This design comes from an exercise in tuning for small area, a short achievable clock period and few clock cycles per item on the open sky130 flow, not from production work.
Function was checked by simulation only, so behaviour that the tests miss may differ from the original.
Power is estimated from default activity; no workload was simulated.

==> flow/design.v <==
module division(input clk, input rst, input start, input [31:0] dividendo, divisor,
                output [31:0] cociente, residuo, output done);
reg [15:0] rem;       
reg [16:0] dv;        
reg [15:0] quo;       
reg        busy, done_r;
wire [16:0] dv0;
wire [8:0]  sel;
division_norm u_norm(.n_in(dividendo[15:0]), .d_in(divisor[15:0]),
                     .dv0(dv0), .sel(sel));
wire        imm = sel[0];
wire [15:0] mark;
genvar t;
generate for (t = 0; t < 8; t = t + 1) begin : g_mark
  assign mark[15 - 2*t] = 1'b0;
  assign mark[14 - 2*t] = sel[t + 1];
end endgenerate
wire        ge1, ge2;
wire [15:0] r1, r2;
division_step1 u_s1(.rem(rem), .dv(dv), .ge(ge1), .r(r1));
division_step2 u_s2(.rem(r1), .dv(dv[16:1]), .ge(ge2), .r(r2));
always @(posedge clk) begin
  done_r <= 1'b0;
  if (rst) begin
    busy <= 1'b0;
  end else if (!busy) begin
    if (start) begin
      if (imm)
        done_r <= 1'b1;
      else
        busy <= 1'b1;
    end
  end else if (quo[14]) begin
    busy   <= 1'b0;
    done_r <= 1'b1;
  end
end
always @(posedge clk) begin
  if (!busy) begin
    rem <= dividendo[15:0];
    dv  <= dv0;
    quo <= mark;
  end else begin
    rem <= r2;
    dv  <= {2'b0, dv[16:2]};
    quo <= {quo[13:0], ge1, ge2};
  end
end
assign cociente = {16'd0, quo[14:0], ge1};
assign residuo  = {17'd0, r1[14:0]};
assign done     = done_r;
endmodule
module division_norm(input [15:0] n_in, d_in, output reg [16:0] dv0,
                     output [8:0] sel);
wire [16:0] m2;
assign m2[0] = 1'b1;
genvar i, t;
generate for (i = 1; i < 17; i = i + 1) begin : g_m2
  assign m2[i] = |n_in[15:i-1];
end endgenerate
wire [9:0] tt;
assign tt[0] = 1'b1;
assign tt[9] = 1'b0;
generate for (t = 1; t < 9; t = t + 1) begin : g_tt
  wire [32:0] sd = {17'd0, d_in} << (2 * t);
  assign tt[t] = ~|(sd & ~{16'd0, m2});
end endgenerate
assign sel = tt[8:0] & ~tt[9:1];
integer k;
always @* begin
  dv0 = 17'd0;
  for (k = 0; k < 9; k = k + 1)
    dv0 = dv0 | ({17{sel[k]}} & ({1'b0, d_in} << (2 * k)));
end
endmodule
module division_step1(input [15:0] rem, input [16:0] dv, output ge, output [15:0] r);
assign ge = ~dv[16] && (rem >= dv[15:0]);
assign r  = ge ? rem - dv[15:0] : rem;
endmodule
module division_step2(input [15:0] rem, input [15:0] dv, output ge, output [15:0] r);
assign ge = rem >= dv;
assign r  = ge ? rem - dv : rem;
endmodule
==> flow/flow/run.sh <==
#!/bin/bash
# The standard layout (standard.sh) with these changes to how it is made:
# - synthesis keeps the three combinational modules apart until ABC maps
#   them, and ABC maps each module with its own delay-targeted,
#   area-recovering script (flow/abc_*.script: normalisation 1500 ps, first
#   step 1200 ps, second step 2000 ps, top 3000 ps), without the adder cell
#   step; the netlist is then flattened as in the standard synthesis;
# - ports are buffered with the smallest buffer;
# - repair_timing aims at setup margin 5.5 ns.
# Each ORFS step keeps its own log under orfs/logs; make's output goes to standard.log.
set -euo pipefail
F=$(pwd)/flow
bash standard.sh SETUP_SLACK_MARGIN=5.5 "BUFFER_PORTS_ARGS=-buffer_cell sky130_fd_sc_hd__buf_1" ADDER_MAP_FILE= \
  SYNTH_SCRIPT=$F/synth_mod.tcl "SYNTH_KEEP_MODULES=division_norm division_step1 division_step2" \
  "ABC_MODULES=division division_norm division_step1 division_step2" \
  CUSTOM_ABC_SCRIPT=$F/abc_top.script ABC_SCRIPT_division_norm=$F/abc_norm.script \
  ABC_SCRIPT_division_step1=$F/abc_step1.script ABC_SCRIPT_division_step2=$F/abc_step2.script \
   finish > standard.log 2>&1
==> flow/flow/abc_norm.script <==
strash
dch
map -D 1500
topo
stime -c
buffer -c
upsize -c -D 1500
dnsize -c -D 1500
==> flow/flow/abc_step1.script <==
strash
dch
map -D 1200
topo
stime -c
buffer -c
upsize -c -D 1200
dnsize -c -D 1200
==> flow/flow/abc_step2.script <==
strash
dch
map -D 2000
topo
stime -c
buffer -c
upsize -c -D 2000
dnsize -c -D 2000
==> flow/flow/abc_top.script <==
strash
dch
map -D 3000
topo
stime -c
buffer -c
upsize -c -D 3000
dnsize -c -D 3000
==> flow/flow/synth_mod.tcl <==
# The standard flow's synthesis script (ORFS synthesis without the fsm and share passes,
# flattened, function nets renamed).  ABC maps each module of ABC_MODULES
# (the top and the combinational modules kept by SYNTH_KEEP_MODULES) with its
# own delay-targeted script: ABC_SCRIPT_<module> if set, else CUSTOM_ABC_SCRIPT.
proc synth {args} { yosys synth -nofsm -noshare {*}$args }
proc abc {args} {
  set i [lsearch -exact $args -script]
  foreach m $::env(ABC_MODULES) {
    set key ABC_SCRIPT_$m
    set s $::env(CUSTOM_ABC_SCRIPT)
    if { [info exists ::env($key)] } { set s $::env($key) }
    set a [lreplace $args [expr {$i + 1}] [expr {$i + 1}] $s]
    yosys abc {*}$a $m
  }
}
source $::env(SCRIPTS_DIR)/synth.tcl
# left out here: clear keep_hierarchy, flatten, clean up, hide names made inside functions, write 1_2_yosys.v
==> flow/standard.sh <==
#!/bin/bash
# synth_recipe.tcl (not shown) runs the flow's synth.tcl, then flattens the netlist and writes it again
# the make line also repeats each setting of config.mk as NAME=value (left out here)
make -C /OpenROAD-flow-scripts/flow DESIGN_CONFIG=/design/flow/config.mk WORK_HOME=/design/flow/orfs CLKGATE_MAP_FILE= SYNTH_SCRIPT=/design/flow/synth_recipe.tcl "${@:-finish}"
==> flow/config.mk <==
export PLATFORM = sky130hd
export DESIGN_NAME = division
export DESIGN_NICKNAME = division
export VERILOG_FILES = /design/flow/design.v
export SDC_FILE = /design/flow/constraint.sdc
export NUM_CORES = 4
export LEC_CHECK = 0
export CAP_MARGIN = 20
export CORE_MARGIN = 2
export CORE_UTILIZATION = 40
export PLACE_DENSITY = 0.6
export SLEW_MARGIN = 20
==> flow/constraint.sdc <==
create_clock -name core_clock -period 10.0 [get_ports {clk}]
set_input_delay 2.0000 -clock core_clock [delete_from_list [all_inputs] [get_ports {clk}]]
set_output_delay 2.0000 -clock core_clock [all_outputs]
set_load 0.01 [all_outputs]
==> results of run 1 <==
through the flow:
step | setup WS (ns) | hold WS (ns) | cells | power, µW | cell area [µm²]
floorplan | 6.202 | 0.4473 | 895 | 846.8 | 5233
global placement | 5.340 | 0.4059 | 1080 | 1003 | 5350
detailed placement | 5.357 | 0.4132 | 1080 | 1001 | 5350
CTS | 5.500 | 0.4227 | 1093 | 1267 | 5660
global route | 5.490 | 0.4316 | 1097 | 1423 | 5801
finish | 5.610 | 0.4176 | 1097 | 1299 | 5801
layout make-up:
cell class | count | area [µm²] | share of cell area
Inverter | 139 | 529.3 | 0.09124
Tap cell | 172 | 215.2 | 0.03710
Multi-Input combinational cell | 651 | 3493 | 0.6022
Clock buffer | 5 | 125.1 | 0.02157
Sequential cell | 50 | 1023 | 0.1764
Timing Repair Buffer | 77 | 345.3 | 0.05953
Clock inverter | 3 | 68.82 | 0.01186
worst max path at each step:
stage | cells after the start | startpoint | end | slack (ns)
after global routing | 12 | rem[5] | residuo[11] | 5.49
final | 8 | dv[14] | residuo[12] | 5.61
after floorplan | 7 | dv[11] | residuo[5] | 6.20
after detailed placement | 13 | dividendo[15] | dv[7] | 5.36
after global placement | 13 | dividendo[15] | dv[7] | 5.34
after CTS | 11 | dv[6] | residuo[1] | 5.50
timing repair:
| item | 4_1_cts | 5_1_grt |
|---|---|---|
| pin swaps | 2 | 6 |
| resized for setup | 19 | 45 |
| setup endpoints to repair | 16 | 35 |
| gates cloned | 1 | 0 |
| buffers inserted | 4 | 4 |
power breakdown:
part | internal, µW | leakage, µW | switching, µW
clock | 144 | 0.0000940 | 75.5
sequential | 225 | 0.000417 | 27.0
combinational | 285 | 0.00226 | 543
total | 654 | 0.00277 | 646
synthesized netlist by cell type (all sizes together), types with 6 or more instances:
| cell type | n |
|---|---|
| nand2 | 227 |
| inv | 137 |
| nor2 | 133 |
| o21ai | 57 |
| dfxtp | 50 |
| buf | 42 |
| a21oi | 40 |
| o22ai | 23 |
| nand3 | 19 |
| nor3 | 17 |
| xor2 | 17 |
| clkbuf | 14 |
| o221ai | 13 |
| o2111ai | 9 |
| a22oi | 8 |
| xnor2 | 8 |
| a221oi | 6 |
sequential cells by signal (all words and copies together), names as in the netlist:
name and count:
rem 16, busy 1, cociente 15, dv 17, done_r 1
Yosys stat by module, one instance, submodules excluded:
| module | flip-flops and latches | area (µm²) | times used | cells |
|---|---|---|---|---|
| division_step2 | 0 | 1008 | 1 | 226 |
| division_norm | 0 | 1162 | 1 | 186 |
| division_step1 | 0 | 1104 | 1 | 214 |
| division | 50 | 1838 | 1 | 237 |
cells by family after synthesis:
group	Yosys count	share of synthesized area
simple gates	410	0.3451
other cells	1	0.0007335
xor+xnor	25	0.04283
compound gates	182	0.2401
buf+inv	195	0.1755
flops	50	0.1958
worst register-to-register path, delay by kind of cell, from the launching register on:
kind                      cells  cell delay [ns]
buffers and inverters         4             0.41
xor gates and xnor gates      1             0.18
and+or+nand+nor              11             1.32
DFF                           1             0.45
AOI/OAI and AO/OA             5             1.70
layer usage:
| layer | vias up | routed length [µm] | part of all wire | track usage |
|---|---|---|---|---|
| li1 | 2861 | - | - | - |
| met1 | 2478 | 7145 | 0.46 | 0.3114 |
| met2 | 227 | 7092 | 0.45 | 0.3780 |
| met3 | 35 | 1027 | 0.066 | 0.02626 |
| met4 | 0 | 404 | 0.026 | 0.08000 |
| met5 | - | 0 | 0 | 0 |
==> flow_metrics.py, run 1 <==
metrics = {
    "status": {
        "status": "complete, no violations",
    },
    "setup_path": {
        "required_ns": 8.00,
        "cp_cell_sequence": "nor2_1 > nor2_2 > nand3_2 > o311ai_4 > buf_6 > nand2_8 > o21ai_4 > buf_1",
        "crit_family": "simple AND/OR/NAND/NOR gates",
        "critical_path_arrival_ns": 2.39,
        "rr_startpoint": "dv[14]",
        "r2r_cells": 21,
        "critical_path.max_stage_delay_ns": 0.45,
        "r2r_setup_slack_ns": 5.85,
        "cp-end-kind": "output port",
        "crit_slowest_cell": "dfxtp_1",
        "crit_type": "reg2out",
        "crit_fanout": 13,
        "cp-start-kind": "flip-flop",
        "critPathBufInv": 2,
        "r2r-end": "rem[15]",
    },
    "finish": {
        "nFillCells": 1390,
        "areaGrowthSynthToFinish_pct": 13.46,
        "layout_common_cells": "nand2_1, inv_1, nor2_1, buf_1, a21oi_1",
        "fin_util": 0.4615,
        "antenna_cells": 0,
        "final_common_cell": "nand2_1",
        "layout.nets": 991,
        "drive_above_1_share": 0.1286,
    },
    "clock_tree": {
        "cts_htree_levels": 2,
        "cts_tree": "built",
        "clock-sinks": 50,
        "clockRootBuffer": "clkbuf_16",
        "clockBufferDepth": 2,
        "holdBufCountCts": 0,
        "path_clk_slew_ns": 0.07,
        "clk_latency_ns": 0.29,
        "cts_made_buffers": 5,
    },
    "timing": {
        "setup_viol": 0,
        "worst_pin_slew_ns": 0.5967,
        "fin_crit_sh": 0.4390,
        "rsz0062_at_grt": "false",
        "hold_violations": 0,
        "relSlewSlack": 0.6022,
        "tns_ns": 0,
        "skew_ns": 0.006512,
        "clock.fmax_mhz": 227.8,
        "maxSlewViolCount": 0,
        "fin_crit_ns": 4.390,
    },
    "placed_design": {
        "portBuffers": 66,
        "hpwl_um": 11910,
        "gp_congestion": 0.9308,
    },
    "detailed_routing": {
        "remaining_drc_errors": 0,
        "vias_per_cell": 5.106,
        "drt_iter0_drc": 411,
        "routed-via-count": 5601,
        "wl_per_cell_um": 14.28,
        "drt_wl_total_um": 15670,
        "first_pass_iters": 5,
        "ant_nets": 0,
    },
    "power_and_ir_drop": {
        "ir_worst_vdd_mv": 0.08290,
        "total_leakage_power_uw": 0.002773,
        "power_density_nw_per_um2": 224.0,
    },
    "logic_synthesis": {
        "synth_area_um2": 5112,
        "synthArstFlopShare": 0,
        "ys_seq_area_frac": 0.1958,
        "synth-edff-count": 0,
        "synth_cells": 863,
        "yosys.area.top_type": "dfxtp_1",
        "ys_seq_elements": 50,
        "synth-main-ff-cell": "dfxtp_1",
        "yosysUniqueCellTypes": 63,
        "yosys_warnings": 2,
        "yosysTopAreaCellShare": 0.1958,
        "synthTopCellsByArea": "dfxtp_1, nand2_1, inv_1",
        "avgSynthCellArea_um2": 5.924,
    },
    "floorplan": {
        "core_area_um2": 12570,
        "dieHeight_um": 117.1,
        "die_w_um": 117.1,
        "die-area_um2": 13700,
        "io_pins": 132,
        "start_util": 0.4068,
        "num_rows": 41,
    },
    "hold_path": {
        "hold_path_depth": 2,
        "hp-class": "reg2reg",
        "hold_path_end": "cociente[10]",
        "holdCritStartpoint": "cociente[8]",
    },
    "global_route": {
        "grt_overflow": 0,
        "grt_pass1_vias": 4978,
        "grt_max_degree": 45,
        "grt_pass1_wl_um": 24700,
        "gr-usage-all-layers": 0.2293,
        "antenna_found_initial": 0,
    },
    "flow_run": {
        "maxCapViolCount": 0,
    },
}
Testbench counts, summed over its fixed seeds: cycles 12,906, items 4,000.
==> run 2, diff against run 1 <==
--- a/flow/flow/run.sh
+++ b/flow/flow/run.sh
@@ -3,6 +3,6 @@
 # - synthesis keeps the three combinational modules apart until ABC maps
 #   them, and ABC maps each module with its own delay-targeted,
-#   area-recovering script (flow/abc_*.script: normalisation 1500 ps, first
-#   step 1200 ps, second step 2000 ps, top 3000 ps), without the adder cell
+#   area-recovering script (flow/abc_*.script: normalisation 1300 ps, first
+#   step 1100 ps, second step 2000 ps, top 2500 ps), without the adder cell
 #   step; the netlist is then flattened as in the standard synthesis;
 # - ports are buffered with the smallest buffer;
==> flow/flow/abc_norm.script (replaced) <==
strash
dch
map -D 1300
topo
stime -c
buffer -c
upsize -c -D 1300
dnsize -c -D 1300
==> flow/flow/abc_step1.script (replaced) <==
strash
dch
map -D 1100
topo
stime -c
buffer -c
upsize -c -D 1100
dnsize -c -D 1100
==> flow/flow/abc_top.script (replaced) <==
strash
dch
map -D 2500
topo
stime -c
buffer -c
upsize -c -D 2500
dnsize -c -D 2500
==> run 2 against run 1 <==
Still clean on timing, DRC and antenna; cell count increased by 1.0%; non-clock buffer count down 2; die area is 1.6% higher; combinational power fell by 7.4%; synthesized area grew 1.6%; worst hold slack worse by 0.0021 ns; global-route usage fell by 0.95 points; sequential cell count is the same; utilization shrank 1.5 points; fmax is 0.89% lower.
==> flow_metrics.py, run 2 <==
metrics = {
    "finish": {
        "layout.nets": 1002,
        "final_common_cell": "nand2_1",
        "largest_reg_flops": 17,
        "layout_common_cells": "nand2_1, inv_1, nor2_1, buf_1, dfxtp_1",
        "drive_above_1_share": 0.09829,
        "instances_no_fill": 1108,
        "regMostFlops": "dv",
        "areaGrowthSynthToFinish_pct": 9.008,
        "antenna_cells": 0,
    },
    "clock_tree": {
        "cts_tree": "built",
        "cts_made_buffers": 5,
        "clockBufferDepth": 2,
        "clockRootBuffer": "clkbuf_16",
        "holdBufCountCts": 0,
        "clk_latency_ns": 0.30,
        "clock-sinks": 50,
        "cts_htree_levels": 2,
        "path_clk_slew_ns": 0.07,
    },
    "floorplan": {
        "die-area_um2": 13910,
        "num_rows": 41,
        "die_w_um": 118.0,
        "start_util": 0.4100,
        "dieHeight_um": 118.0,
        "io_pins": 132,
        "core_area_um2": 12670,
    },
    "timing": {
        "worst_pin_slew_ns": 0.5880,
        "fin_crit_ns": 4.430,
        "tns_ns": 0,
        "fin_crit_sh": 0.4430,
        "clock.fmax_mhz": 225.7,
        "maxSlewViolCount": 0,
        "skew_ns": 0.007805,
        "rsz0062_at_grt": "true",
        "relSlewSlack": 0.5978,
        "whs_ns": 0.4155,
        "setup_viol": 0,
        "worst_slack_ns": 5.570,
        "hold_violations": 0,
    },
    "logic_synthesis": {
        "synth_cells": 879,
        "yosys.area.top_type": "dfxtp_1",
        "synthArstFlopShare": 0,
        "ys_seq_area_frac": 0.1927,
        "yosys_warnings": 2,
        "synthTopCellsByCount": "nand2_1, inv_1, nor2_1",
        "avgSynthCellArea_um2": 5.910,
        "yosysMostFrequentCell": "nand2_1",
        "synth_area_um2": 5195,
        "synthTopCellsByArea": "dfxtp_1, nand2_1, inv_1",
        "yosysUniqueCellTypes": 67,
        "synth-main-ff-cell": "dfxtp_1",
        "synth-edff-count": 0,
        "yosysTopAreaCellShare": 0.1927,
        "ys_seq_elements": 50,
    },
    "setup_path": {
        "r2r_setup_slack_ns": 5.85,
        "startpoint": "dv[6]",
        "critical_path_arrival_ns": 2.43,
        "cp-start-kind": "flip-flop",
        "crit_type": "reg2out",
        "r2r_cells": 23,
        "required_ns": 8.00,
        "cp-end-kind": "output port",
        "r2r-end": "rem[2]",
        "crit_fanout": 8,
        "rr_startpoint": "dv[6]",
    },
    "power_and_ir_drop": {
        "p_total_uw": 1197,
        "ir_worst_vdd_mv": 0.08646,
        "power_frac_clock": 0.150,
        "p_comb_frac": 0.641,
        "power_density_nw_per_um2": 211.3,
        "netSwitchingFraction": 0.5133,
        "p_int_uw": 582.4,
        "pwr-share-seq": 0.209,
        "total_leakage_power_uw": 0.002667,
        "p_sw_uw": 614.2,
    },
    "placed_design": {
        "dp_slack_ns": 5.284,
        "hpwl_um": 12310,
        "gp_congestion": 0.9432,
        "dp.cells": 1093,
        "portBuffers": 66,
    },
    "global_route": {
        "antenna_found_initial": 0,
        "grt_max_degree": 45,
        "grt_pass1_wl_um": 25270,
        "grt_pass1_vias": 5180,
        "grt_overflow": 0,
        "gr-usage-all-layers": 0.2199,
    },
    "status": {
        "status": "complete, no violations",
    },
    "detailed_routing": {
        "vias_per_cell": 5.189,
        "wl_per_cell_um": 14.24,
        "remaining_drc_errors": 0,
        "drt_wl_total_um": 15770,
        "routed-via-count": 5749,
        "ant_nets": 0,
        "first_pass_iters": 5,
        "drt_iter0_drc": 362,
    },
    "hold_path": {
        "hp-class": "reg2reg",
        "hold_path_end": "cociente[12]",
        "hold_path_depth": 2,
        "holdCritStartpoint": "cociente[10]",
    },
    "flow_run": {
        "maxCapViolCount": 0,
    },
}
## run 2: routing by layer
layer,global-route usage,vias to the layer above,routed length [µm],share of wire
met4,0.08133,0,496,0.031
met1,0.2819,2535,6781,0.43
met2,0.3725,258,7362,0.47
met5,0,-,0,0
met3,0.03295,41,1133,0.072
li1,-,2915,-,-
## run 2: worst max path at each step
stage                            end  slack, ns
after floorplan               dv[10]       6.24
after global placement        dv[14]       5.24
after detailed placement      dv[14]       5.28
after CTS                 residuo[8]       5.49
after global routing      residuo[8]       5.45
final                     residuo[8]       5.57
## run 2: area by class of cell
type	instances	area [µm²]
clock buffer	6	138.9
clock inverter	2	16.27
fill	1405	7008
inverter	131	493.0
multi-input combinational	672	3477
sequential	50	1006
tap	172	215.2
timing repair buffer	75	316.6
## run 2: critical path, stage by stage, from the launching register on
cell     delay [ns]
dfxtp_1        0.44
nor2_1         0.12
nor2_2         0.19
nand2_1        0.13
nor2_2         0.19
a21oi_4        0.10
o21ai_2        0.25
and2_4         0.27
o21ai_0        0.13
o21ai_2        0.13
buf_1          0.19
## run 2: per-module statistics from Yosys (local to each module, per instance)
module / times used / cells inside
division_step2: 1 / 226
division: 1 / 237
division_step1: 1 / 225
division_norm: 1 / 191
## run 2: timing repair
item                       4_1_cts  5_1_grt
setup endpoints to repair        8       43
gates resized for setup          5       21
pin swaps                        0        2
gates cloned                     0        1
setup buffers                    0        6
## run 2: kinds of logic (layout without fill, tap and decap cells)
kind of cell           after synthesis  in the layout  synth area share
buffers and inverters              190            214            0.1741
other                                1             33         0.0007219
XOR/XNOR                            21             21           0.03685
AND/OR/NAND/NOR                    427            428            0.3454
AO/OA/AOI/OAI                      190            190            0.2502
flip-flops                          50             50            0.1927
## run 2: power groups by stage
| stage | sequential [µW] | combinational, µW | clock (µW) |
|---|---|---|---|
| after global placement | 253 | 731 | 0 |
| after floorplan | 245 | 589 | 0 |
| after global routing | 253 | 877 | 191 |
| after detailed placement | 253 | 730 | 0 |
| after CTS | 249 | 735 | 185 |
| final | 250 | 767 | 180 |
## run 2: stage by stage
stage	util	instance area [µm²]
3_5_place_dp	0.4258	5395
5_1_grt	0.4469	5663
6_report	0.4469	5663
2_1_floorplan	-	5315
4_1_cts	0.4382	5553
3_3_place_gp	0.4258	5395
==> run 3, diff against run 2 <==
--- a/flow/design.v
+++ b/flow/design.v
@@ -5,8 +5,8 @@
 reg [15:0] quo;       
 reg        busy, done_r;
-wire [16:0] dv0;
+wire [16:0] dv_n;
 wire [8:0]  sel;
 division_norm u_norm(.n_in(dividendo[15:0]), .d_in(divisor[15:0]),
-                     .dv0(dv0), .sel(sel));
+                     .busy(busy), .dv(dv), .dv_n(dv_n), .sel(sel));
 wire        imm = sel[0];
 wire [15:0] mark;
@@ -17,7 +17,8 @@
 end endgenerate
 wire        ge1, ge2;
-wire [15:0] r1, r2;
+wire [15:0] r1, rem_n;
 division_step1 u_s1(.rem(rem), .dv(dv), .ge(ge1), .r(r1));
-division_step2 u_s2(.rem(r1), .dv(dv[16:1]), .ge(ge2), .r(r2));
+division_step2 u_s2(.rem(r1), .dv(dv[16:1]), .busy(busy), .n_in(dividendo[15:0]),
+                    .ge(ge2), .rem_n(rem_n));
 always @(posedge clk) begin
   done_r <= 1'b0;
@@ -37,13 +38,10 @@
 end
 always @(posedge clk) begin
-  if (!busy) begin
-    rem <= dividendo[15:0];
-    dv  <= dv0;
+  rem <= rem_n;
+  dv  <= dv_n;
+  if (!busy)
     quo <= mark;
-  end else begin
-    rem <= r2;
-    dv  <= {2'b0, dv[16:2]};
+  else
     quo <= {quo[13:0], ge1, ge2};
-  end
 end
 assign cociente = {16'd0, quo[14:0], ge1};
@@ -51,6 +49,6 @@
 assign done     = done_r;
 endmodule
-module division_norm(input [15:0] n_in, d_in, output reg [16:0] dv0,
-                     output [8:0] sel);
+module division_norm(input [15:0] n_in, d_in, input busy, input [16:0] dv,
+                     output reg [16:0] dv_n, output [8:0] sel);
 wire [16:0] m2;
 assign m2[0] = 1'b1;
@@ -69,7 +67,7 @@
 integer k;
 always @* begin
-  dv0 = 17'd0;
+  dv_n = {17{busy}} & {2'b0, dv[16:2]};
   for (k = 0; k < 9; k = k + 1)
-    dv0 = dv0 | ({17{sel[k]}} & ({1'b0, d_in} << (2 * k)));
+    dv_n = dv_n | ({17{sel[k] & ~busy}} & ({1'b0, d_in} << (2 * k)));
 end
 endmodule
@@ -78,6 +76,7 @@
 assign r  = ge ? rem - dv[15:0] : rem;
 endmodule
-module division_step2(input [15:0] rem, input [15:0] dv, output ge, output [15:0] r);
-assign ge = rem >= dv;
-assign r  = ge ? rem - dv : rem;
+module division_step2(input [15:0] rem, input [15:0] dv, input busy, input [15:0] n_in,
+                      output ge, output [15:0] rem_n);
+assign ge    = rem >= dv;
+assign rem_n = !busy ? n_in : (ge ? rem - dv : rem);
 endmodule
--- a/flow/flow/run.sh
+++ b/flow/flow/run.sh
@@ -3,6 +3,6 @@
 # - synthesis keeps the three combinational modules apart until ABC maps
 #   them, and ABC maps each module with its own delay-targeted,
-#   area-recovering script (flow/abc_*.script: normalisation 1300 ps, first
-#   step 1100 ps, second step 2000 ps, top 2500 ps), without the adder cell
+#   area-recovering script (flow/abc_*.script: normalisation 1500 ps, first
+#   step 1100 ps, second step 1800 ps, top 2500 ps), without the adder cell
 #   step; the netlist is then flattened as in the standard synthesis;
 # - ports are buffered with the smallest buffer;
@@ -16,3 +16,3 @@
   CUSTOM_ABC_SCRIPT=$F/abc_top.script ABC_SCRIPT_division_norm=$F/abc_norm.script \
   ABC_SCRIPT_division_step1=$F/abc_step1.script ABC_SCRIPT_division_step2=$F/abc_step2.script \
-   finish > standard.log 2>&1
+  CTS_BUF_LIST=sky130_fd_sc_hd__clkbuf_8 finish > standard.log 2>&1
==> flow/flow/abc_norm.script (replaced) <==
strash
dch
map -D 1500
topo
stime -c
buffer -c
upsize -c -D 1500
dnsize -c -D 1500
==> flow/flow/abc_step2.script (replaced) <==
strash
dch
map -D 1800
topo
stime -c
buffer -c
upsize -c -D 1800
dnsize -c -D 1800
==> run 3 against run 2 <==
Synthesized area decreased by 1.0%; worst hold slack gained 0.0061 ns; global-route usage up 0.47 points; non-clock buffer count stayed put; sequential share of layout area grew 0.25 points; synthesized cell count is 6.8% lower; largest cell class unchanged; highest routed layer unchanged.
==> flow_metrics.py, run 3 <==
metrics = {
    "status": {
        "status": "complete, no violations",
    },
    "logic_synthesis": {
        "synth_cells": 819,
        "synth_area_um2": 5142,
        "yosys_warnings": 2,
        "avgSynthCellArea_um2": 6.279,
        "synth-main-ff-cell": "dfxtp_1",
        "yosys.area.top_type": "dfxtp_1",
        "ys_seq_elements": 50,
        "synthArstFlopShare": 0,
        "ys_seq_area_frac": 0.1946,
        "synth-edff-count": 0,
        "yosysUniqueCellTypes": 70,
        "synthTopCellsByArea": "dfxtp_1, nand2_1, inv_1",
        "yosysMostFrequentCell": "nand2_1",
        "yosysTopAreaCellShare": 0.1946,
        "synthTopCellsByCount": "nand2_1, inv_1, nor2_1",
    },
    "finish": {
        "areaGrowthSynthToFinish_pct": 9.659,
        "antenna_cells": 0,
        "regMostFlops": "dv",
        "drive_above_1_share": 0.1479,
        "seqCellArea_um2": 1016,
        "layout_common_cells": "nand2_1, inv_1, nor2_1, buf_1, o21ai_0",
        "instances_no_fill": 1058,
        "largest_reg_flops": 17,
        "multiInputGateArea_um2": 3512,
        "final_common_cell": "nand2_1",
        "layout.nets": 952,
        "nFillCells": 1383,
    },
    "clock_tree": {
        "cts_tree": "built",
        "clockBufferDepth": 2,
        "holdBufCountCts": 0,
        "clockRootBuffer": "clkbuf_8",
        "cts_htree_levels": 2,
        "clock-sinks": 50,
        "clk_latency_ns": 0.31,
        "path_clk_slew_ns": 0.10,
        "cts_made_buffers": 5,
    },
    "power_and_ir_drop": {
        "power_density_nw_per_um2": 203.3,
        "netSwitchingFraction": 0.5335,
        "pwr-share-seq": 0.220,
        "total_leakage_power_uw": 0.002541,
        "p_int_uw": 534.8,
        "power_frac_clock": 0.111,
        "p_sw_uw": 611.5,
        "p_comb_frac": 0.669,
        "ir_worst_vdd_mv": 0.07052,
    },
    "setup_path": {
        "r2r_setup_slack_ns": 5.93,
        "cp-start-kind": "flip-flop",
        "rr_startpoint": "dv[1]",
        "critical_path_arrival_ns": 2.39,
        "r2r-end": "rem[12]",
        "r2r_cells": 26,
        "cp-end-kind": "output port",
        "crit_type": "reg2out",
        "required_ns": 8.00,
        "crit_fanout": 8,
    },
    "placed_design": {
        "dp.cells": 1041,
        "gp_congestion": 1.044,
        "portBuffers": 66,
        "hpwl_um": 12480,
    },
    "timing": {
        "clock.fmax_mhz": 227.8,
        "hold_violations": 0,
        "skew_ns": 0.006675,
        "maxSlewViolCount": 0,
        "relSlewSlack": 0.4708,
        "fin_crit_ns": 4.391,
        "tns_ns": 0,
        "setup_viol": 0,
        "fin_crit_sh": 0.4391,
        "rsz0062_at_grt": "false",
        "worst_pin_slew_ns": 0.7889,
    },
    "floorplan": {
        "core_area_um2": 12570,
        "die_w_um": 117.4,
        "io_pins": 132,
        "start_util": 0.4092,
        "die-area_um2": 13780,
        "dieHeight_um": 117.4,
        "num_rows": 41,
    },
    "detailed_routing": {
        "vias_per_cell": 5.245,
        "drt_wl_total_um": 15990,
        "ant_nets": 0,
        "first_pass_iters": 5,
        "wl_per_cell_um": 15.12,
        "drt_iter0_drc": 461,
        "routed-via-count": 5549,
        "remaining_drc_errors": 0,
    },
    "global_route": {
        "gr-usage-all-layers": 0.2246,
        "antenna_found_initial": 0,
        "grt_pass1_vias": 5156,
        "grt_pass1_wl_um": 25490,
        "grt_overflow": 0,
        "grt_max_degree": 39,
    },
    "hold_path": {
        "hp-class": "reg2reg",
        "hold_path_depth": 2,
        "hold_path_end": "cociente[10]",
        "holdCritStartpoint": "cociente[8]",
    },
    "flow_run": {
        "maxCapViolCount": 0,
    },
}
## run 3: what timing repair did
action                                 CTS  global route
pin swaps                                1             3
buffers inserted                         5             3
cloned                                   0             1
resized for setup                        9            37
setup endpoints to repair                9            25
endpoints found under the hold margin    0             0
## run 3: cells by family (layout without fill, tap and decap cells)
family,after synthesis,after routing,synth area share
other,1,33,0.0007292
and+or+nand+nor,365,366,0.3263
AOI/OAI and AO/OA,205,205,0.2732
DFF,50,50,0.1946
xor gates and xnor gates,22,22,0.03893
buffers and inverters,176,210,0.1662
## run 3: worst max-delay path by stage
| stage | from | slack [ns] | depth (start not counted) | to |
|---|---|---|---|---|
| after floorplan | dv[8] | 6.28 | 10 | residuo[0] |
| after global routing | dv[1] | 5.45 | 11 | residuo[11] |
| after detailed placement | dividendo[15] | 5.35 | 11 | dv[8] |
| after global placement | dividendo[15] | 5.28 | 11 | dv[8] |
| after CTS | dv[8] | 5.53 | 11 | residuo[4] |
| final | dv[1] | 5.61 | 12 | residuo[8] |
## run 3: critical path, cell delays in order, from the launching register on
cell,delay (ns)
dfxtp_1,0.38
inv_1,0.05
nand2_1,0.16
nand3_2,0.14
nand2_2,0.13
nand3b_1,0.10
nand2_2,0.12
a21oi_4,0.09
o21ai_4,0.21
and2_4,0.26
o21ai_0,0.16
o21ai_4,0.12
buf_1,0.17
## run 3: final cells by class
type	instances	share of cell area
Clock buffer	5	0.01220
Clock inverter	3	0.004438
Inverter	127	0.08542
Multi-Input combinational cell	626	0.6228
Sequential cell	50	0.1802
Tap cell	172	0.03816
Timing Repair Buffer	75	0.05680
## run 3: Yosys stat by module, one instance, submodules excluded
module          cell area [µm²]  times used
division                   1444           1
division_norm              1414           1
division_step1             1171           1
division_step2             1114           1
## run 3: through the flow
step | hold slack, ns | util | cell area, µm² | power [µW] | worst slack [ns]
global placement | 0.4072 | 0.4265 | 5360 | 962.6 | 5.278
finish | 0.4216 | 0.4487 | 5639 | 1146 | 5.609
global route | 0.4451 | 0.4487 | 5639 | 1259 | 5.449
floorplan | 0.4473 | - | 5263 | 825.6 | 6.278
CTS | 0.4253 | 0.4377 | 5502 | 1108 | 5.531
detailed placement | 0.4111 | 0.4265 | 5360 | 961.4 | 5.347
## run 3: power by group through the flow
stage | clock network, µW | logic, µW | registers [µW]
after floorplan | 0 | 578 | 247
after global placement | 0 | 708 | 254
after detailed placement | 0 | 707 | 255
after CTS | 131 | 726 | 250
after global routing | 137 | 867 | 256
final | 127 | 767 | 252
## run 3: routing by layer
metal  up-vias  part of all wire  global-route usage
li1       2799                 -                   -
met1      2491              0.44              0.2998
met2       221              0.46              0.3721
met3        38             0.064             0.02383
met4         0             0.035             0.08735
met5         -                 0                   0
Testbench counts of run 3, summed over its fixed seeds: cycles 12,906, items 4,000.
==> run 4, diff against run 3 <==
--- a/flow/flow/run.sh
+++ b/flow/flow/run.sh
@@ -16,3 +16,3 @@
   CUSTOM_ABC_SCRIPT=$F/abc_top.script ABC_SCRIPT_division_norm=$F/abc_norm.script \
   ABC_SCRIPT_division_step1=$F/abc_step1.script ABC_SCRIPT_division_step2=$F/abc_step2.script \
-  CTS_BUF_LIST=sky130_fd_sc_hd__clkbuf_8 finish > standard.log 2>&1
+   finish > standard.log 2>&1
==> run 4 against run 3 <==
Largest power group unchanged; die area is the same; still clean; non-clock buffer count down 2; cell count down 0.19%; largest cell class unchanged; utilization is 0.070 points higher.
==> flow_metrics.py, run 4 <==
metrics = {
    "status": {
        "status": "complete, no violations",
    },
    "clock_tree": {
        "clockRootBuffer": "clkbuf_16",
        "clk_latency_ns": 0.29,
        "cts_tree": "built",
        "cts_made_buffers": 5,
        "clockBufferDepth": 2,
        "path_clk_slew_ns": 0.07,
        "cts_htree_levels": 2,
        "holdBufCountCts": 0,
        "clock-sinks": 50,
    },
    "power_and_ir_drop": {
        "power_density_nw_per_um2": 209.6,
        "total_leakage_power_uw": 0.002541,
        "ir_worst_vdd_mv": 0.08009,
    },
    "placed_design": {
        "dp.cells": 1041,
        "gp_congestion": 1.044,
        "hpwl_um": 12480,
        "portBuffers": 66,
    },
    "global_route": {
        "grt_busiest_layer": "met2",
        "use_met3": 0.02529,
        "gr-usage-all-layers": 0.2239,
        "grt_overflow": 0,
        "grt_use_met1": 0.2986,
        "grt_max_degree": 39,
        "grt_pass1_wl_um": 25410,
        "antenna_found_initial": 0,
        "grt_pass1_vias": 5108,
        "gr-usage-met2": 0.3717,
    },
    "detailed_routing": {
        "routed-via-count": 5526,
        "ant_nets": 0,
        "remaining_drc_errors": 0,
        "drt_iter0_drc": 428,
        "first_pass_iters": 5,
        "wl_per_cell_um": 14.97,
        "drt_wl_total_um": 15810,
        "vias_per_cell": 5.233,
    },
    "timing": {
        "rsz0062_at_grt": "true",
        "skew_ns": 0.007004,
        "hold_violations": 0,
        "worst_pin_slew_ns": 0.7705,
        "maxSlewViolCount": 0,
        "relSlewSlack": 0.4832,
        "clock.fmax_mhz": 230.9,
        "tns_ns": 0,
        "fin_crit_ns": 4.332,
        "setup_viol": 0,
        "fin_crit_sh": 0.4332,
    },
    "setup_path": {
        "crit_fanout": 8,
        "crit_family": "simple AND/OR/NAND/NOR gates",
        "critical_path_arrival_ns": 2.33,
        "critPathBufInv": 2,
        "crit_slowest_cell": "dfxtp_1",
        "cp_cell_sequence": "inv_1 > nand2_1 > nand3_1 > nand2_1 > nand3b_1 > nand2_2 > a21oi_4 > o21ai_4 > and2_4 > o21ai_0 > o21ai_4 > buf_1",
        "cp-end-kind": "output port",
        "cp-start-kind": "flip-flop",
        "critical_path.max_stage_delay_ns": 0.37,
        "required_ns": 8.00,
        "crit_type": "reg2out",
    },
    "logic_synthesis": {
        "synthMuxAreaShare": 0,
        "synthArstFlopShare": 0,
        "yosysUniqueCellTypes": 70,
        "synth_compound_area_frac": 0.2732,
        "yosysTopAreaCellShare": 0.1946,
        "synth_area_um2": 5142,
        "ys_seq_area_frac": 0.1946,
        "synth-xor-area-share": 0.03893,
        "yosys_warnings": 2,
        "synth-edff-count": 0,
        "synth-main-ff-cell": "dfxtp_1",
        "yosysMostFrequentCell": "nand2_1",
        "synth_top_family_by_area": "simple AND/OR/NAND/NOR gates",
        "synth_adder_area_share": 0,
        "synth_cells": 819,
        "synthTopCellsByArea": "dfxtp_1, nand2_1, inv_1",
        "synthTopCellsByCount": "nand2_1, inv_1, nor2_1",
        "ys_seq_elements": 50,
        "yosys.area.top_type": "dfxtp_1",
        "synth_simple_gate_area_frac": 0.3263,
        "avgSynthCellArea_um2": 6.279,
    },
    "flow_run": {
        "maxCapViolCount": 0,
    },
    "finish": {
        "largest_reg_flops": 17,
        "antenna_cells": 0,
        "seqCellArea_um2": 1010,
        "multiInputGateArea_um2": 3487,
        "layout.nets": 950,
        "instances_no_fill": 1056,
        "layout_common_cells": "nand2_1, inv_1, nor2_1, buf_1, o21ai_0",
        "drive_above_1_share": 0.1324,
        "regMostFlops": "dv",
        "areaGrowthSynthToFinish_pct": 9.830,
        "nFillCells": 1364,
        "final_common_cell": "nand2_1",
    },
    "hold_path": {
        "hp-class": "reg2reg",
    },
    "floorplan": {
        "num_rows": 41,
        "io_pins": 132,
        "dieHeight_um": 117.4,
        "die-area_um2": 13780,
        "start_util": 0.4092,
        "die_w_um": 117.4,
        "core_area_um2": 12570,
    },
}
-- run 4: changes by cell type in the layout (fill, tap and decap cells not counted), sizes merged --
| cell | before | now |
|---|---|---|
| buf | 71 | 72 |
| clkbuf | 9 | 6 |
-- run 4: worst register-to-register path: cells and delay by family, from the launching register on --
family	cells	cell delay, ns
buffers and inverters	5	0.54
DFF	1	0.37
AOI/OAI and AO/OA	7	0.84
and+or+nand+nor	15	2.14
-- run 4: worst paths after layout --
| kind | start | end | slack [ns] | depth (start not counted) |
|---|---|---|---|---|
| min reg2reg | cociente[8] | cociente[10] | 0.42 | 2 |
| min | cociente[8] | cociente[10] | 0.42 | 2 |
| max reg2reg | dv[1] | rem[12] | 6.00 | 27 |
| max | dv[1] | residuo[8] | 5.67 | 12 |
-- run 4: layer usage --
| layer | vias up | share of wire | wire, µm |
|---|---|---|---|
| met3 | 32 | 0.058 | 925 |
| met1 | 2495 | 0.45 | 7139 |
| met4 | 0 | 0.031 | 483 |
| li1 | 2799 | - | - |
| met2 | 200 | 0.46 | 7264 |
| met5 | - | 0 | 0 |
-- run 4: report_power, final --
group	switching [µW]	internal (µW)
Clock	79.9	94.2
Combinational	506	252
Sequential	27.0	224
-- run 4: what timing repair did --
| item | 4_1_cts | 5_1_grt |
|---|---|---|
| cloned | 0 | 1 |
| endpoints found under the setup margin | 8 | 29 |
| hold endpoints to repair | 0 | 0 |
| gates resized for setup | 9 | 26 |
| buffers inserted | 0 | 6 |
| pin swaps | 0 | 4 |
-- run 4: kinds of logic after synthesis --
family | after synthesis
other | 1
buffers and inverters | 176
AOI/OAI and AO/OA | 205
DFF | 50
xor gates and xnor gates | 22
and+or+nand+nor | 365
-- run 4: cell type report --
| cell class | instances | share of cell area |
|---|---|---|
| Clock buffer | 5 | 0.02215 |
| Clock inverter | 3 | 0.004431 |
| Inverter | 127 | 0.08573 |
| Multi-Input combinational cell | 626 | 0.6174 |
| Sequential cell | 50 | 0.1788 |
| Tap cell | 172 | 0.03810 |
| Timing Repair Buffer | 73 | 0.05339 |
-- run 4: through the flow --
step                  util  hold slack (ns)  setup WS (ns)  area (µm²)  total power (µW)
CTS                 0.4392           0.4225          5.491        5520              1146
global placement    0.4265           0.4072          5.278        5360             962.6
floorplan                -           0.4473          6.278        5263             825.6
global route        0.4494           0.4402          5.486        5648              1297
finish              0.4494           0.4168          5.668        5648              1184
detailed placement  0.4265           0.4111          5.347        5360             961.4
-- run 4: modules after synthesis, one instance, submodules excluded --
module	cells inside	cell area, µm²
division	132	1444
division_step1	225	1171
division_norm	224	1414
division_step2	238	1114
==> run 5, diff against run 4 <==
==> flow/flow/abc_norm.script (replaced) <==
strash
dc2
dch
map -D 1500
topo
stime -c
buffer -c
upsize -c -D 1500
dnsize -c -D 1500
==> flow/flow/abc_step1.script (replaced) <==
strash
dc2
dch
map -D 1100
topo
stime -c
buffer -c
upsize -c -D 1100
dnsize -c -D 1100
==> flow/flow/abc_step2.script (replaced) <==
strash
dc2
dch
map -D 1800
topo
stime -c
buffer -c
upsize -c -D 1800
dnsize -c -D 1800
==> flow/flow/abc_top.script (replaced) <==
strash
dc2
dch
map -D 2500
topo
stime -c
buffer -c
upsize -c -D 2500
dnsize -c -D 2500
==> run 5 against run 4 <==
Still clean; worst setup slack got worse by 0.22 ns; combinational power rose by 4.2%; routed wire length fell by 1.6%; critical endpoint is now residuo[0]; highest routed layer unchanged.
==> flow_metrics.py, run 5 <==
metrics = {
    "status": {
        "status": "complete, no violations",
    },
    "clock_tree": {
        "clock-sinks": 50,
        "path_clk_slew_ns": 0.07,
        "cts_htree_levels": 2,
        "cts_made_buffers": 5,
        "clockBufferDepth": 2,
        "cts_tree": "built",
        "clk_latency_ns": 0.30,
        "clockRootBuffer": "clkbuf_16",
    },
    "logic_synthesis": {
        "yosysTopAreaCellShare": 0.2082,
        "synthTopCellsByArea": "dfxtp_1, nand2_1, inv_1",
        "yosysUniqueCellTypes": 66,
        "synth-edff-count": 0,
        "synthArstFlopShare": 0,
        "yosys_warnings": 2,
        "synthTopCellsByCount": "nand2_1, inv_1, nor2_1",
        "yosysMostFrequentCell": "nand2_1",
        "synth-main-ff-cell": "dfxtp_1",
        "ys_seq_area_frac": 0.2082,
        "synth_cells": 750,
        "ys_seq_elements": 50,
        "synth_area_um2": 4808,
        "yosys.area.top_type": "dfxtp_1",
        "avgSynthCellArea_um2": 6.411,
    },
    "power_and_ir_drop": {
        "total_leakage_power_uw": 0.002783,
        "ir_worst_vdd_mv": 0.06892,
        "power_density_nw_per_um2": 206.0,
        "p_total_uw": 1232,
    },
    "timing": {
        "tns_ns": 0,
        "rsz0062_at_grt": "true",
        "hold_violations": 0,
        "fin_crit_sh": 0.4554,
        "setup_viol": 0,
        "maxSlewViolCount": 0,
        "worst_pin_slew_ns": 0.6868,
        "relSlewSlack": 0.5404,
        "skew_ns": 0.01148,
        "fin_crit_ns": 4.554,
        "clock.fmax_mhz": 219.6,
    },
    "finish": {
        "regMostFlops": "dv",
        "layout_common_cells": "nand2_1, inv_1, nor2_1, buf_1, dfxtp_1",
        "largest_reg_flops": 17,
        "antenna_cells": 0,
        "layout.nets": 920,
        "drive_above_1_share": 0.2225,
        "final_common_cell": "nand2_1",
        "nFillCells": 1239,
        "areaGrowthSynthToFinish_pct": 24.41,
    },
    "detailed_routing": {
        "wl_met1_um": 6891,
        "remaining_drc_errors": 0,
        "first_pass_iters": 5,
        "routed-via-count": 5320,
        "dr_wl_met3_um": 1021,
        "ant_nets": 0,
        "wl_per_cell_um": 15.55,
        "vias_per_cell": 5.315,
        "drt_iter0_drc": 417,
        "drt_wl_total_um": 15570,
        "maxUsedRoutingLayer": "met4",
        "wl_met2_um": 7182,
    },
    "global_route": {
        "gr-usage-all-layers": 0.2334,
        "grt_pass1_wl_um": 24210,
        "grt_overflow": 0,
        "grt_max_degree": 49,
        "antenna_found_initial": 0,
        "grt_pass1_vias": 4800,
    },
    "setup_path": {
        "cp_cell_sequence": "inv_1 > nor2_1 > o21ai_0 > o21ai_0 > a21oi_2 > o221ai_4 > buf_12 > nand2_8 > buf_6 > nor3_4 > a21oi_4 > buf_2",
        "crit_path_frequent_cell": "o21ai_0",
        "critical_path.max_stage_delay_ns": 0.37,
        "required_ns": 8.00,
        "cp-start-kind": "flip-flop",
        "crit_type": "reg2out",
        "crit_family": "compound AO/OA/AOI/OAI gates",
        "crit_slowest_cell": "dfxtp_1",
        "cp-end-kind": "output port",
        "critPathBufInv": 4,
        "critical_path_arrival_ns": 2.55,
        "rr_startpoint": "rem[8]",
        "crit_fanout": 6,
        "startpoint": "rem[8]",
    },
    "placed_design": {
        "hpwl_um": 10900,
        "portBuffers": 66,
        "gp_congestion": 0.9436,
    },
    "hold_path": {
        "hp-class": "reg2reg",
        "holdCritStartpoint": "cociente[12]",
    },
    "floorplan": {
        "die_w_um": 113.6,
        "start_util": 0.4054,
        "num_rows": 40,
        "dieHeight_um": 113.6,
        "io_pins": 132,
        "core_area_um2": 11860,
        "die-area_um2": 12910,
    },
    "flow_run": {
        "maxCapViolCount": 0,
    },
}
## run 5: cell count changes in the layout (fill, tap and decap cells not counted), sizes merged, moves of 5 or more
cell and change:
a21oi -8, a22oi +6, a31oi +5, buf +38, nand2 -25, nor2 -9
nor3 -10, o21ai -10
## run 5: kinds of logic (layout without fill, tap and decap cells)
family | count (synthesis) | after routing | share of synthesized area
AOI/OAI and AO/OA | 185 | 185 | 0.2797
xor gates and xnor gates | 23 | 23 | 0.04190
buffers and inverters | 176 | 245 | 0.1743
DFF | 50 | 50 | 0.2082
other | 1 | 33 | 0.0007799
and+or+nand+nor | 315 | 318 | 0.2951
## run 5: layer usage
metal / vias to the layer above / global-route usage
met2: 217 / 0.3796
met5: - / 0
met1: 2449 / 0.3198
met3: 44 / 0.03135
met4: 0 / 0.07886
li1: 2610 / -
## run 5: repair_timing
| action | 4_1_cts | 5_1_grt |
|---|---|---|
| cloned | 2 | 1 |
| pin swaps | 16 | 23 |
| hold buffers | 0 | 0 |
| setup buffers | 24 | 20 |
| setup endpoints to repair | 16 | 35 |
| resized for setup | 44 | 64 |
| hold endpoints to repair | 0 | 0 |
## run 5: worst paths after layout
check                                    end  slack (ns)  cells past startpoint
worst max-delay path              residuo[0]        5.45                     12
worst min-delay path            cociente[14]        0.42                      2
worst max register to register        rem[0]        5.64                     27
worst min register to register  cociente[14]        0.42                      2
## run 5: area by class of cell
| cell class | count | area [µm²] | share of cell area |
|---|---|---|---|
| clock inverter | 2 | 37.54 | 0.006275 |
| timing repair buffer | 111 | 716.9 | 0.1198 |
| inverter | 126 | 490.5 | 0.08199 |
| clock buffer | 6 | 128.9 | 0.02154 |
| multi-input combinational | 559 | 3413 | 0.5706 |
| sequential | 50 | 1011 | 0.1690 |
| tap | 147 | 183.9 | 0.03075 |
## run 5: worst min-delay path, stage by stage (launching register included)
cell and delay (ns):
dfxtp_1 0.31, inv_1 0.05, nor2_1 0.03
## run 5: metrics by stage
step	utilization	setup WS, ns	cells	hold slack [ns]	cell area (µm²)
floorplan	-	6.099	782	0.4473	4928
global placement	0.4219	5.343	946	0.4110	5005
detailed placement	0.4219	5.369	946	0.4097	5005
CTS	0.4704	5.411	980	0.4273	5579
global route	0.5043	5.285	1001	0.4371	5982
finish	0.5043	5.446	1001	0.4213	5982
## run 5: modules after synthesis (local to each module, per instance)
module	copies in the design	area [µm²]
division	1	1445
division_norm	1	1229
division_step2	1	1071
division_step1	1	1064
## run 5: power by group
group          switching, µW  total, µW  internal, µW
logic                    459        790           331
clock network           79.6        198           118
registers               24.1        244           220
total                    563       1230           669
==> run 6, diff against run 5 <==
==> flow/flow/abc_norm.script (replaced) <==
strash
dch
map -D 1500
topo
stime -c
upsize -c -D 1500
dnsize -c -D 1500
==> flow/flow/abc_step1.script (replaced) <==
strash
dch
map -D 1100
topo
stime -c
upsize -c -D 1100
dnsize -c -D 1100
==> flow/flow/abc_step2.script (replaced) <==
strash
dch
map -D 1800
topo
stime -c
upsize -c -D 1800
dnsize -c -D 1800
==> flow/flow/abc_top.script (replaced) <==
strash
dch
map -D 2500
topo
stime -c
upsize -c -D 2500
dnsize -c -D 2500
==> run 6 against run 5 <==
Power rose by 2.3%; via count rose by 4.1%; die area up 2.5%; highest routed layer unchanged; combinational power decreased by 2%; critical endpoint is now residuo[14]; clock power increased by 16%; first-iteration DRC count is 11% lower; design area decreased by 6.1%; worst hold slack lost 0.011 ns; fmax is 3.7% higher.
==> flow_metrics.py, run 6 <==
metrics = {
    "logic_synthesis": {
        "synthArstFlopShare": 0,
        "ys_seq_elements": 50,
        "yosysUniqueCellTypes": 63,
        "synthTopCellsByArea": "dfxtp_1, nand2_1, nor2_1",
        "synth-edff-count": 0,
        "yosysMostFrequentCell": "nand2_1",
        "synth-main-ff-cell": "dfxtp_1",
        "synthTopCellsByCount": "nand2_1, nor2_1, clkinv_1",
        "synth_cells": 804,
        "synth_area_um2": 4931,
        "yosysTopAreaCellShare": 0.2030,
        "avgSynthCellArea_um2": 6.133,
        "yosys_warnings": 2,
        "ys_seq_area_frac": 0.2030,
        "yosys.area.top_type": "dfxtp_1",
    },
    "finish": {
        "nFillCells": 1344,
        "regMostFlops": "dv",
        "layout.nets": 949,
        "layout_common_cells": "nand2_1, nor2_1, clkinv_1, buf_1, o21ai_0",
        "drive_above_1_share": 0.1336,
        "stdcell_area_um2": 5614,
        "largest_reg_flops": 17,
        "areaGrowthSynthToFinish_pct": 13.85,
        "final_common_cell": "nand2_1",
        "antenna_cells": 0,
    },
    "clock_tree": {
        "clockRootBuffer": "clkbuf_16",
        "path_clk_slew_ns": 0.07,
        "cts_tree": "built",
        "cts_made_buffers": 5,
        "cts_htree_levels": 2,
        "holdBufCountCts": 0,
        "clockBufferDepth": 2,
        "clock-sinks": 50,
        "clk_latency_ns": 0.30,
    },
    "timing": {
        "fin_crit_ns": 4.389,
        "worst_pin_slew_ns": 0.8320,
        "clock.fmax_mhz": 227.8,
        "setup_viol": 0,
        "skew_ns": 0.007766,
        "worst_slack_ns": 5.611,
        "rsz0062_at_grt": "false",
        "relSlewSlack": 0.4419,
        "hold_violations": 0,
        "tns_ns": 0,
        "maxSlewViolCount": 0,
        "fin_crit_sh": 0.4389,
    },
    "global_route": {
        "gr-usage-all-layers": 0.2384,
        "grt_max_degree": 29,
        "grt_pass1_vias": 4997,
        "grt_overflow": 0,
        "antenna_found_initial": 0,
        "grt_pass1_wl_um": 24980,
    },
    "setup_path": {
        "cp-start-kind": "flip-flop",
        "r2r_cells": 24,
        "crit_fanout": 8,
        "required_ns": 8.00,
        "cp-end-kind": "output port",
        "crit_type": "reg2out",
        "critical_path_arrival_ns": 2.39,
    },
    "power_and_ir_drop": {
        "pwr-share-seq": 0.202,
        "power_frac_clock": 0.181,
        "netSwitchingFraction": 0.4989,
        "total_leakage_power_uw": 0.002259,
        "ir_worst_vdd_mv": 0.1045,
        "power_density_nw_per_um2": 224.5,
        "p_sw_uw": 628.8,
        "p_total_uw": 1260,
        "p_comb_frac": 0.616,
        "p_int_uw": 631.7,
    },
    "detailed_routing": {
        "drt_wl_total_um": 16140,
        "routed-via-count": 5539,
        "wl_per_cell_um": 15.67,
        "drt_iter0_drc": 373,
        "first_pass_iters": 5,
        "remaining_drc_errors": 0,
        "vias_per_cell": 5.378,
        "ant_nets": 0,
    },
    "floorplan": {
        "io_pins": 132,
        "die-area_um2": 13230,
        "core_area_um2": 12010,
        "start_util": 0.4105,
        "die_w_um": 115.0,
        "dieHeight_um": 115.0,
        "num_rows": 40,
    },
    "hold_path": {
        "hold_path_depth": 2,
        "hp-class": "reg2reg",
    },
    "placed_design": {
        "postPlaceCellArea_um2": 5235,
        "portBuffers": 66,
        "dp_slack_ns": 5.422,
        "gp_congestion": 0.9571,
        "hpwl_um": 12540,
    },
    "flow_run": {
        "maxCapViolCount": 0,
    },
    "status": {
        "status": "complete, no violations",
    },
}
run 6: worst max-delay path, cell delays in order, from the launching register on:
cell      delay (ns)
dfxtp_1         0.45
nand2_1         0.11
nand2_1         0.17
nor2_1          0.10
a21oi_2         0.19
nor3_1          0.08
nor3_2          0.17
o21ai_4         0.12
and2_4          0.20
buf_4           0.16
o21ai_2         0.18
clkbuf_2        0.17
run 6: area by class of cell:
type                    count  area (µm²)  area share
flip-flops and latches     50        1012      0.1803
well taps                 147       183.9     0.03276
multi-input cells         627        3440      0.6127
repair buffers             71       290.3     0.05170
clock inverters             2       60.06     0.01070
clock buffers               6       138.9     0.02474
inverters                 127       489.2     0.08714
run 6: per-module statistics from Yosys, one instance, submodules excluded:
module	area (µm²)	times used	cells inside	flops+latches
division	1436	1	130	50
division_norm	1299	1	218	0
division_step1	1084	1	222	0
division_step2	1112	1	234	0
run 6: stage by stage:
step           std cells  hold slack, ns  utilization
5_1_grt             1030          0.4276       0.4674
3_5_place_dp        1016          0.4019       0.4358
2_1_floorplan        836          0.4407            -
3_3_place_gp        1016          0.4015       0.4358
4_1_cts             1026          0.4127       0.4536
6_report            1030          0.4106       0.4674
run 6: path summary, 6_finish.rpt:
kind	start	end	slack, ns
min	cociente[10]	cociente[12]	0.41
min reg2reg	cociente[10]	cociente[12]	0.41
max reg2reg	dv[11]	rem[12]	5.97
max	dv[11]	residuo[14]	5.61
run 6: cells by family after synthesis:
family	after synthesis	synth area share
AO/OA/AOI/OAI	205	0.2713
XOR/XNOR	22	0.04060
buffers and inverters	161	0.1510
flip-flops	50	0.2030
other	1	0.0007605
AND/OR/NAND/NOR	365	0.3334
run 6: routing by layer:
| metal | GRT usage | part of all wire | wire, µm |
|---|---|---|---|
| met4 | 0.06667 | 0.023 | 376 |
| met2 | 0.3992 | 0.46 | 7408 |
| met5 | 0 | 0 | 0 |
| met3 | 0.02636 | 0.067 | 1086 |
| met1 | 0.3251 | 0.45 | 7264 |
run 6: power by group through the flow:
stage	Clock, µW	Sequential, µW	Combinational (µW)
floorplan	0	250	559
global placement	0	257	714
detailed placement	0	258	713
CTS	236	253	723
global route	242	259	868
finish	229	255	777
run 6: repair_timing:
action / in CTS / in global routing
resized for setup: 1 / 43
setup buffers: 2 / 2
pin swaps: 1 / 4
endpoints found under the hold margin: 0 / 0
endpoints found under the setup margin: 3 / 23
cloned: 0 / 2
==> run 7, diff against run 6 <==
==> flow/flow/abc_norm.script (replaced) <==
strash
dc2
dch
map -D 1500
topo
stime -c
upsize -c -D 1500
dnsize -c -D 1500
==> flow/flow/abc_step1.script (replaced) <==
strash
dc2
dch
map -D 1100
topo
stime -c
upsize -c -D 1100
dnsize -c -D 1100
==> flow/flow/abc_step2.script (replaced) <==
strash
dc2
dch
map -D 1800
topo
stime -c
upsize -c -D 1800
dnsize -c -D 1800
==> flow/flow/abc_top.script (replaced) <==
strash
dc2
dch
map -D 2500
topo
stime -c
upsize -c -D 2500
dnsize -c -D 2500
==> run 7 against run 6 <==
Register-to-register slack worse by 0.14 ns; global-route usage up 0.41 points; clock-buffer cell count did not move; fmax down 1.9%; sequential power is 4% lower; worst setup slack worse by 0.084 ns; first-iteration DRC count rose by 7.0%; non-clock buffer count grew 20; via count fell by 5.5%; power decreased by 9.6%; critical path depth grew 3; critical endpoint is now residuo[13].
==> flow_metrics.py, run 7 <==
metrics = {
    "timing": {
        "hold_violations": 0,
        "worst_pin_slew_ns": 0.6492,
        "rsz0062_at_grt": "true",
        "skew_ns": 0.009249,
        "setup_viol": 0,
        "whs_ns": 0.4129,
        "clock.fmax_mhz": 223.5,
        "fin_crit_ns": 4.474,
        "maxSlewViolCount": 0,
        "fin_crit_sh": 0.4474,
        "relSlewSlack": 0.5632,
        "tns_ns": 0,
    },
    "logic_synthesis": {
        "synth_compound_area_frac": 0.2808,
        "synth_cells": 734,
        "synthTopCellsByArea": "dfxtp_1, nand2_1, clkinv_1",
        "yosysMostFrequentCell": "nand2_1",
        "ys_seq_elements": 50,
        "synth-main-ff-cell": "dfxtp_1",
        "synth-xor-area-share": 0.04290,
        "avgSynthCellArea_um2": 6.397,
        "yosys.area.top_type": "dfxtp_1",
        "synth_area_um2": 4696,
        "yosysUniqueCellTypes": 64,
        "synthTopCellsByCount": "nand2_1, clkinv_1, nor2_1",
        "synthMuxAreaShare": 0,
        "synth_top_family_by_area": "simple AND/OR/NAND/NOR gates",
        "yosys_warnings": 2,
        "yosysTopAreaCellShare": 0.2132,
        "synth-edff-count": 0,
        "ys_seq_area_frac": 0.2132,
        "synthArstFlopShare": 0,
        "synth_adder_area_share": 0,
        "synth_simple_gate_area_frac": 0.3056,
    },
    "setup_path": {
        "crit_family": "compound AO/OA/AOI/OAI gates",
        "critPathBufInv": 3,
        "required_ns": 8.00,
        "crit_slowest_cell": "dfxtp_2",
        "cp_cell_sequence": "nor2b_4 > o21ai_4 > a21oi_4 > nand2_4 > a41oi_4 > o221ai_4 > nand2_2 > o221ai_4 > buf_6 > nand2_8 > clkinv_8 > nand2_2 > o21ai_2 > buf_2",
        "critical_path.max_stage_delay_ns": 0.33,
        "crit_type": "reg2out",
        "cp-end-kind": "output port",
        "r2r_setup_slack_ns": 5.83,
        "critical_path_arrival_ns": 2.47,
        "crit_fanout": 7,
        "cp-start-kind": "flip-flop",
    },
    "finish": {
        "regMostFlops": "dv",
        "layout_common_cells": "nand2_1, clkinv_1, nor2_1, buf_1, dfxtp_1",
        "stdcell_area_um2": 5654,
        "nFillCells": 1186,
        "antenna_cells": 0,
        "instances_no_fill": 975,
        "areaGrowthSynthToFinish_pct": 20.41,
        "drive_above_1_share": 0.2043,
        "final_common_cell": "nand2_1",
        "layout.nets": 899,
        "largest_reg_flops": 17,
    },
    "clock_tree": {
        "cts_made_buffers": 5,
        "cts_tree": "built",
        "clk_latency_ns": 0.30,
        "cts_htree_levels": 2,
        "clock-sinks": 50,
        "path_clk_slew_ns": 0.07,
        "clockRootBuffer": "clkbuf_16",
        "clockBufferDepth": 2,
    },
    "global_route": {
        "grt_pass1_vias": 4925,
        "grt_max_degree": 30,
        "antenna_found_initial": 0,
        "grt_pass1_wl_um": 24640,
        "grt_overflow": 0,
        "gr-usage-all-layers": 0.2425,
    },
    "floorplan": {
        "dieHeight_um": 112.4,
        "die-area_um2": 12620,
        "start_util": 0.4112,
        "io_pins": 132,
        "num_rows": 39,
        "die_w_um": 112.4,
        "core_area_um2": 11420,
    },
    "detailed_routing": {
        "vias_per_cell": 5.367,
        "ant_nets": 0,
        "drt_iter0_drc": 399,
        "first_pass_iters": 5,
        "routed-via-count": 5233,
        "remaining_drc_errors": 0,
        "wl_per_cell_um": 16.00,
        "drt_wl_total_um": 15600,
    },
    "power_and_ir_drop": {
        "ir_worst_vdd_mv": 0.07302,
        "p_comb_frac": 0.607,
        "pwr-share-seq": 0.216,
        "p_total_uw": 1140,
        "total_leakage_power_uw": 0.002264,
        "p_int_uw": 604.2,
        "power_density_nw_per_um2": 201.6,
        "p_sw_uw": 535.6,
        "netSwitchingFraction": 0.4699,
        "power_frac_clock": 0.177,
    },
    "status": {
        "status": "complete, no violations",
    },
    "placed_design": {
        "gp_congestion": 0.9620,
        "hpwl_um": 11440,
        "portBuffers": 66,
        "dp.cells": 942,
        "postPlaceCellArea_um2": 4996,
    },
    "hold_path": {
        "hp-class": "reg2reg",
    },
    "flow_run": {
        "maxCapViolCount": 0,
    },
}
==> run 7: path summary, 6_finish.rpt <==
kind                              startpoint      endpoint  cells past startpoint
worst min-delay path            cociente[12]  cociente[14]                      2
worst max-delay path                   dv[1]   residuo[13]                     14
worst max register to register         dv[1]       rem[14]                     27
worst min register to register  cociente[12]  cociente[14]                      2
==> run 7: per-layer routing <==
layer	GRT usage	wire length, µm	part of all wire	vias up
met5	0	0	0	-
met4	0.1041	590	0.038	0
met3	0.03132	1074	0.069	36
met2	0.4104	7366	0.47	216
met1	0.3107	6570	0.42	2396
li1	-	-	-	2585
==> run 7: power groups by stage <==
stage	Combinational, µW	Clock (µW)	Sequential, µW
6_report	692	201	246
5_1_grt	758	213	249
4_1_cts	645	206	244
3_5_place_dp	557	0	248
3_3_place_gp	546	0	247
2_1_floorplan	441	0	242
==> run 7: kinds of logic (layout without fill, tap and decap cells) <==
logic type / Yosys count / count (layout)
other cells: 1 / 33
buf+inv: 160 / 224
xor+xnor: 23 / 23
simple gates: 315 / 317
compound gates: 185 / 185
flops: 50 / 50
==> run 7: per-stage QoR <==
stage                       util  worst slack (ns)
final                     0.4952             5.526
after global routing      0.4952             5.417
after CTS                 0.4795             5.454
after detailed placement  0.4375             5.342
after global placement    0.4375             5.439
after floorplan                -             5.892
==> run 7: worst min-delay path, stage by stage (launching register included) <==
cell and delay (ns):
dfxtp_1 0.31, clkinv_1 0.04, nor2_1 0.03
==> run 7: layout make-up <==
class / instances / area, µm² / area share
multi-input combinational: 558 / 3322 / 0.5875
sequential: 50 / 1018 / 0.1801
inverter: 126 / 490.5 / 0.08674
timing repair buffer: 91 / 475.5 / 0.08409
tap: 143 / 178.9 / 0.03164
clock buffer: 6 / 138.9 / 0.02456
clock inverter: 1 / 30.03 / 0.005311
==> run 7: repair_timing <==
action                     in CTS  in global routing
buffers inserted               16                  8
cloned                          2                  0
gates resized for setup        57                 38
setup endpoints to repair      16                 31
pin swaps                      15                  9
hold buffers                    0                  0
==> run 7: per-module statistics from Yosys (local to each module, per instance) <==
| module | copies in the design | cells | flops+latches | area [µm²] |
|---|---|---|---|---|
| division_norm | 1 | 207 | 0 | 1181 |
| division_step2 | 1 | 213 | 0 | 1046 |
| division_step1 | 1 | 183 | 0 | 1031 |
| division | 1 | 131 | 50 | 1438 |

## re-timing with driven ports
No port has a modelled driver above. Below, the same layouts with a new extraction and two added sets of constraints.
Step 1 (the two cells are an assumption about what drives the block):
set clk [get_ports {clk}]
set_driving_cell -lib_cell sky130_fd_sc_hd__clkbuf_16 $clk
set_driving_cell -lib_cell sky130_fd_sc_hd__buf_2 [delete_from_list [all_inputs] $clk]
Step 2 also shifts input and output timing later by t, the mid clock arrival at the registers, as if the neighbouring blocks saw the same clock.
Slacks: ideal ports / drivers / drivers and shift; pairs: ideal ports / drivers.
run	t (ns)	slack for setup (ns)	hold WS [ns]	worst setup path at the end	worst register clock-pin slew, ns
run 1	0.325	5.610 / 5.573 / 5.465	0.418 / 0.418 / 0.418	input to register	0.07 / 0.07
run 2	0.332	5.570 / 5.532 / 5.331	0.416 / 0.416 / 0.416	input to register	0.07 / 0.07
run 3	0.344	5.609 / 5.575 / 5.458	0.422 / 0.422 / 0.422	input to register	0.10 / 0.10
run 4	0.330	5.668 / 5.629 / 5.443	0.417 / 0.417 / 0.417	input to register	0.07 / 0.07
run 5	0.334	5.446 / 5.409 / 5.507	0.421 / 0.421 / 0.421	input to register	0.07 / 0.07
run 6	0.331	5.611 / 5.571 / 5.301	0.411 / 0.411 / 0.411	input to register	0.07 / 0.07
run 7	0.330	5.526 / 5.491 / 5.480	0.413 / 0.413 / 0.413	input to register	0.07 / 0.07
After both steps every run listed still meets setup and hold. For run 6, which loses most, drivers alone change the setup slack by -0.040 ns; drivers and shift together by -0.310 ns.
